From an optimization exercise on the open Yosys and OpenROAD flow, aimed at small area; shortcuts taken in it are not production practice. At most, simulation tests tie the RTL to the original design; equivalence was not proved. Power and IR drop assume default switching activity.

## the previous run
## psone
module psone(
	input		iCLK,
	input		iRESET,
	input		iKEY_ST,  
	output	oCS,
	output	oCLK,
	output	oMOSI,
	input		iMISO,
	input		iACK,
	input		iRX,
	output	oTX,
	output	oIND
);
localparam HP = 3500;			 
localparam HB = 2604;			 
localparam HR = HP - HB + 1;	 
function [11:0] hstep(input [11:0] s);
	hstep = {s[10:0], ~(s[11] ^ s[5] ^ s[3] ^ s[0])};
endfunction
function [11:0] hpow(input integer n);
	integer i;
	begin
		hpow = 12'd0;
		for (i = 0; i < n; i = i + 1) hpow = hstep(hpow);
	end
endfunction
localparam [11:0] H_END = hpow(HP);	 
localparam [11:0] H_RE  = hpow(HR);	 
function [3:0] bstep(input [3:0] s);
	bstep = {s[2:0], s[3] ^ ~(s[2] | s[1])};
endfunction
wire KEY_PR;
reg en;		 
reg M;		 
reg cs;
reg mosi;
reg tx;
reg [11:0] H;		 
localparam [11:0] HPOL = 12'b101010101010;
wire [11:0] hv = H ^ HPOL;
reg [4:0]  E;
reg [3:0]  B;
reg        miso;
reg        bit_buf;
reg [71:0] ring;
reg [3:0]  P9;
reg [2:0]  P8;
wire HALF_PER   = (hv == H_END);
wire E25        = (E == 5'd25);
wire EN_SPI     = en & ~M;
wire LAST       = HALF_PER & (E == 5'd22) & (B == 4'd8);	 
wire MATCH      = (P9 == B) & (P8 == E[3:1]);
wire WR         = MATCH & ~M & ~E[0] & (~E[4] | (E[3:1] == 3'd0));
always @(posedge iCLK or negedge iRESET) begin
	if (!iRESET) en <= 1'b0;
	else if (KEY_PR) en <= ~en;
end
always @(posedge iCLK or negedge iRESET) begin
	if (!iRESET) begin
		cs   <= 1'b1;
		mosi <= 1'b0;
	end else begin
		cs   <= EN_SPI ? ((B == 4'd0) ? 1'b0 : cs) : 1'b1;
		mosi <= ~cs & (((B == 4'd0) & (E < 5'd3)) |
  ...
==> module psone_debounce, before the edit <==
module psone_debounce(
	input	iCLK,
	input	iRESET,
	input	iKEY,
	output	oKEY_FRONT
);
localparam N = 11;
localparam TAP = (N == 11) ? 8 : 2;	 
localparam [N-1:0] SEED = (N == 11) ? 'h01f : 'h5;
reg key_deb;
reg [1:0]  dff;
reg [1:0]  pressed;
reg [N-1:0] cnt;	 
localparam [N-1:0] CPOL = {(N+1)/2{2'b01}};
wire [N-1:0] cv = cnt ^ CPOL;
wire low_ones = &cv[N-2:0];
wire done     = low_ones & cv[N-1];
always @(posedge iCLK or negedge iRESET) begin
	if (!iRESET) begin
		dff     <= 2'd0;
		pressed <= 2'd0;
		key_deb <= 1'b0;
	end else begin
		dff     <= {dff[0], iKEY};
		pressed <= {pressed[0], key_deb};
		if (done) key_deb <= dff[1];
	end
end
always @(posedge iCLK) begin
	if (dff[0] ^ dff[1]) cnt <= SEED ^ CPOL;
	else cnt <= {cv[N-2:0], ~(cv[N-1] ^ cv[TAP]) | low_ones} ^ CPOL;
end
assign oKEY_FRONT = !pressed[0] & pressed[1];
endmodule
==> module psone, before the edit <==
module psone(
	input		iCLK,
	input		iRESET,
	input		iKEY_ST,  
	output	oCS,
	output	oCLK,
	output	oMOSI,
	input		iMISO,
	input		iACK,
	input		iRX,
	output	oTX,
	output	oIND
);
localparam HP = 3500;			 
localparam HB = 2604;			 
localparam HR = HP - HB + 1;	 
function [11:0] hstep(input [11:0] s);
	hstep = {s[10:0], ~(s[11] ^ s[5] ^ s[3] ^ s[0])};
endfunction
function [11:0] hpow(input integer n);
	integer i;
	begin
		hpow = 12'd0;
		for (i = 0; i < n; i = i + 1) hpow = hstep(hpow);
	end
endfunction
localparam [11:0] H_END = hpow(HP);	 
localparam [11:0] H_RE  = hpow(HR);	 
function [3:0] bstep(input [3:0] s);
	bstep = {s[2:0], s[3] ^ ~(s[2] | s[1])};
endfunction
wire KEY_PR;
reg en;		 
reg M;		 
reg cs;
reg mosi;
reg tx;
reg [11:0] H;		 
localparam [11:0] HPOL = 12'b101010101010;
wire [11:0] hv = H ^ HPOL;
reg [4:0]  E;
reg [3:0]  B;
reg        miso;
reg        bit_buf;
reg [71:0] ring;
reg [3:0]  P9;
reg [2:0]  P8;
wire HALF_PER   = (hv == H_END);
wire E25        = (E == 5'd25);
wire EN_SPI     = en & ~M;
wire LAST       = HALF_PER & (E == 5'd22) & (B == 4'd8);	 
wire MATCH      = (P9 == B) & (P8 == E[3:1]);
wire WR         = MATCH & ~M & ~E[0] & (~E[4] | (E[3:1] == 3'd0));
always @(posedge iCLK or negedge iRESET) begin
	if (!iRESET) en <= 1'b0;
	else if (KEY_PR) en <= ~en;
end
always @(posedge iCLK or negedge iRESET) begin
	if (!iRESET) begin
		cs   <= 1'b1;
		mosi <= 1'b0;
	end else begin
		cs   <= EN_SPI ? ((B == 4'd0) ? 1'b0 : cs) : 1'b1;
		mosi <= ~cs & (((B == 4'd0) & (E < 5'd3)) |
		               ((B == 4'd1) & ((E == 5'd3) | (E == 5'd4) | (E == 5'd13) | (E == 5'd14))));
	end
end
always @(posedge iCLK or negedge iRESET) begin
	if (!iRESET) begin
		M <= 1'b0;
		E <= 5'd0;
	end else if (M ? LAST : cs) begin
		M <= 1'b0;
		E <= 5'd0;
	end else if (E25) begin
		if (~M & (B == 4'd8)) begin
			M <= 1'b1;
			E <= 5'd24;
		end else E <= {4'd0, M};
	end else if (HALF_PER | (M & (E >= 5'd23))) E <= E + 1'b1;
end
always @(posedge iCLK) begin
	if (M ? LAST : cs) B <= 4'd0;
	else if (E25 & (M | (B != 4'd8))) B <= bstep(B);
end
always @(posedge iCLK) begin
	if (M ? LAST : ~(EN_SPI & ~HALF_PER)) H <= HPOL;
	else if (M & (HALF_PER | E25)) H <= H_RE ^ HPOL;
	else H <= hstep(hv) ^ HPOL;
end
always @(posedge iCLK or negedge iRESET) begin
	if (!iRESET) tx <= 1'b1;
	else if (M) begin
		if (E25) tx <= 1'b0;
		else if (HALF_PER & ~E[0]) tx <= bit_buf | (E[4] & (E[3:1] != 3'd0));
	end else tx <= 1'b1;
end
function [2:0] p8step(input [2:0] s);
	p8step = {s[1:0], s[2] ^ (s[1] | ~s[0])};
endfunction
always @(posedge iCLK or negedge iRESET) begin
	if (!iRESET) begin
		P9 <= 4'd0;
		P8 <= 3'd0;
	end else begin
		P9 <= bstep(P9);
		P8 <= p8step(P8);
	end
end
always @(posedge iCLK) begin
	miso <= iMISO;
	if (M) begin
		if (MATCH) bit_buf <= ring[0];
	end else if (E[0] & ~HALF_PER) bit_buf <= miso;
	ring <= {WR ? bit_buf : ring[0], ring[71:1]};
end
psone_debounce DEB(
	.iCLK(iCLK),
	.iRESET(iRESET),
	.iKEY(iKEY_ST),
	.oKEY_FRONT(KEY_PR)
);
assign oCS   = cs;
assign oCLK  = ~(E[0] & ~E[4] & ~M);
assign oMOSI = mosi;
assign oTX   = tx;
assign oIND  = en;
endmodule
clock: 10.0 ns
lec_check: 0
cap_margin: 20
core_margin: 2
core_utilization: 65
cts_buf_list: sky130_fd_sc_hd__clkbuf_4
cts_cluster_diameter: 100
cts_cluster_size: 40
place_density: 0.8
slew_margin: 20
standard.sh (not shown) runs the stock make flow with config.mk's settings and CLKGATE_MAP_FILE= SYNTH_SCRIPT=/design/flow/synth_recipe.tcl, a recipe that flattens the netlist after the stock synthesis.
==> flow/flow/run.sh <==
#!/bin/bash
# The standard layout (standard.sh) with three changes:
#  - synthesis maps the logic with an area-oriented ABC script (flow/abc_area.script)
#    in place of ORFS's speed script; everything else in the synthesis is the
#    standard one (synth_recipe.tcl on ORFS's synth.tcl), so the registers and
#    their names are the standard synthesis's;
#  - clock tree synthesis without dummy loads, from clkbuf_4 buffers;
#  - port buffers are buf_1 cells.
# Each tool's output goes to a log file here.
set -euo pipefail
W=$(pwd)

# A copy of ORFS's scripts in which the speed ABC script is ours.
rm -rf "$W/orfs_scripts"
cp -r "$FLOW_HOME/scripts" "$W/orfs_scripts"
cp "$W/flow/abc_area.script" "$W/orfs_scripts/abc_speed.script"
{
  echo "set ::env(SCRIPTS_DIR) {$W/orfs_scripts}"
  cat "$W/synth_recipe.tcl"
} > "$W/area_synth.tcl"

export CTS_ARGS="-sink_clustering_enable -repair_clock_nets -dont_use_dummy_load -buf_list sky130_fd_sc_hd__clkbuf_4 -sink_clustering_size 40 -sink_clustering_max_diameter 100"
export BUFFER_PORTS_ARGS="-buffer_cell sky130_fd_sc_hd__buf_1"

# Synthesis only, with our script; standard.sh then finds it done and goes on.
make -C "$FLOW_HOME" DESIGN_CONFIG="$W/config.mk" WORK_HOME="$W/orfs" CLKGATE_MAP_FILE= \
  SYNTH_SCRIPT="$W/area_synth.tcl" ADDER_MAP_FILE= synth > "$W/synth.log" 2>&1
bash standard.sh > "$W/standard.log" 2>&1
==> flow/flow/abc_area.script <==
strash
&get -n
&st
&dch
&nf -p -R 1000 -C 32
&put
mfs2
strash
&get -n
&st
&dch
&nf -p -R 1000 -C 32
&put
mfs2
strash
&get -n
&st
&dch
&nf -p -R 1000 -C 32
&put
topo
> inputs changed (the previous run -> the current run)
-- flow/design.v --
<<< the previous run, line 11
reg [1:0]  dff;
reg [1:0]  pressed;
reg [N-1:0] cnt;	 
localparam [N-1:0] CPOL = {(N+1)/2{2'b01}};
wire [N-1:0] cv = cnt ^ CPOL;
wire low_ones = &cv[N-2:0];
wire done     = low_ones & cv[N-1];
always @(posedge iCLK or negedge iRESET) begin
	if (!iRESET) begin
>>> the current run, line 11
reg [1:0]  dff;
reg [1:0]  pressed;
reg [N-1:0] cnt;
wire low_ones = &cnt[N-2:0];
wire done     = low_ones & cnt[N-1];
always @(posedge iCLK or negedge iRESET) begin
	if (!iRESET) begin
<<< the previous run, line 28
end
always @(posedge iCLK) begin
	if (dff[0] ^ dff[1]) cnt <= SEED ^ CPOL;
	else cnt <= {cv[N-2:0], ~(cv[N-1] ^ cv[TAP]) | low_ones} ^ CPOL;
end
assign oKEY_FRONT = !pressed[0] & pressed[1];
>>> the current run, line 26
end
always @(posedge iCLK) begin
	if (dff[0] ^ dff[1]) cnt <= SEED;
	else cnt <= {cnt[N-2:0], ~(cnt[N-1] ^ cnt[TAP]) | low_ones};
end
assign oKEY_FRONT = !pressed[0] & pressed[1];
<<< the previous run, line 61
localparam [11:0] H_END = hpow(HP);	 
localparam [11:0] H_RE  = hpow(HR);	 
function [3:0] bstep(input [3:0] s);
	bstep = {s[2:0], s[3] ^ ~(s[2] | s[1])};
endfunction
wire KEY_PR;
reg en;		 
>>> the current run, line 59
localparam [11:0] H_END = hpow(HP);	 
localparam [11:0] H_RE  = hpow(HR);	 
wire KEY_PR;
reg en;		 
<<< the previous run, line 70
reg mosi;
reg tx;
reg [11:0] H;		 
localparam [11:0] HPOL = 12'b101010101010;
wire [11:0] hv = H ^ HPOL;
reg [4:0]  E;
reg [3:0]  B;
>>> the current run, line 65
reg mosi;
reg tx;
reg [11:0] H;
reg [4:0]  E;
reg [3:0]  B;
<<< the previous run, line 80
reg [3:0]  P9;
reg [2:0]  P8;
wire HALF_PER   = (hv == H_END);
wire E25        = (E == 5'd25);
wire EN_SPI     = en & ~M;
wire LAST       = HALF_PER & (E == 5'd22) & (B == 4'd8);	 
wire MATCH      = (P9 == B) & (P8 == E[3:1]);
>>> the current run, line 73
reg [3:0]  P9;
reg [2:0]  P8;
wire HALF_PER   = (H == H_END);
wire E25        = (E == 5'd25);
wire END_PACKET = (B == 4'd9);
wire EN_SPI     = en & ~M & ~END_PACKET;
wire LAST       = HALF_PER & (E == 5'd22) & (B == 4'd8);	 
wire MATCH      = (P9 == B) & (P8 == E[3:1]);
<<< the previous run, line 104
		M <= 1'b0;
		E <= 5'd0;
	end else if (M ? LAST : cs) begin
		M <= 1'b0;
		E <= 5'd0;
	end else if (E25) begin
		if (~M & (B == 4'd8)) begin
			M <= 1'b1;
			E <= 5'd24;
		end else E <= {4'd0, M};
	end else if (HALF_PER | (M & (E >= 5'd23))) E <= E + 1'b1;
end
always @(posedge iCLK) begin
	if (M ? LAST : cs) B <= 4'd0;
	else if (E25 & (M | (B != 4'd8))) B <= bstep(B);
end
always @(posedge iCLK) begin
	if (M ? LAST : ~(EN_SPI & ~HALF_PER)) H <= HPOL;
	else if (M & (HALF_PER | E25)) H <= H_RE ^ HPOL;
	else H <= hstep(hv) ^ HPOL;
end
always @(posedge iCLK or negedge iRESET) begin
>>> the current run, line 98
		M <= 1'b0;
		E <= 5'd0;
		B <= 4'd0;
	end else if (END_PACKET) begin
		M <= 1'b1;
		E <= 5'd25;
		B <= 4'd15;
	end else if (M ? LAST : cs) begin
		M <= 1'b0;
		E <= 5'd0;
		B <= 4'd0;
	end else if (E25) begin
		E <= {4'd0, M};
		B <= B + 1'b1;
	end else if (HALF_PER | (M & (E >= 5'd23))) E <= E + 1'b1;
end
always @(posedge iCLK) begin
	if (M ? LAST : ~(EN_SPI & ~HALF_PER)) H <= 12'd0;
	else if (M & (HALF_PER | E25)) H <= H_RE;
	else H <= hstep(H);
end
always @(posedge iCLK or negedge iRESET) begin
<<< the previous run, line 138
		P8 <= 3'd0;
	end else begin
		P9 <= bstep(P9);
		P8 <= p8step(P8);
	end
>>> the current run, line 132
		P8 <= 3'd0;
	end else begin
		P9 <= P9[3] ? 4'd0 : (P9[2:0] == 3'd4) ? 4'd8 : {1'b0, p8step(P9[2:0])};
		P8 <= p8step(P8);
	end
--- outcome ---
The current run reached the end of the flow, and the finished layout is clean on the timing, DRC and antenna checks.
Utilization in the current run is 0.64 points higher than in the previous run
Floorplan die area on the current run is behind the previous run.
Relative to the previous run, the synthesized area measured on the current run has increased by a few percent.
In the tables for the previous run and the current run, sum of routed wire length over all layers reads lower with the previous run.
Looking at worst setup slack, the current run sits 0.23 ns lower than the previous run does.
Changes observed in the current run relative to the previous run: power attributed to the clock group level, standby leakage power now sits higher.
No functional check of the RTL was part of the previous run.

[re-timing with driven ports]
How much do the figures lean on ideal ports? The routed layouts below were timed once more, with nothing changed but the port constraints.
Step 1: set_driving_cell puts a clkbuf_16 on iCLK and a buf_2 on each other input, an assumption about the parent block.
Step 2, shift: input delay + t, output delay - t, t = (earliest + latest rising clock arrival at the registers) / 2. This alone moves slack from input paths to output paths.
a / b / c = no drivers / after step 1 / after step 2; a / b = the first two.
run | t, ns | setup WS [ns] | worst setup path at the end | latest minus earliest clock arrival (ns) | worst data-port slew with drivers (ns)
the previous run | 0.482 | 6.668 / 6.639 / 7.121 | register to output | 0.042 / 0.041 | 0.03
the current run | 0.497 | 6.440 / 6.412 / 6.909 | register to output | 0.030 / 0.030 | 0.03
After both steps every run listed still meets setup and hold.
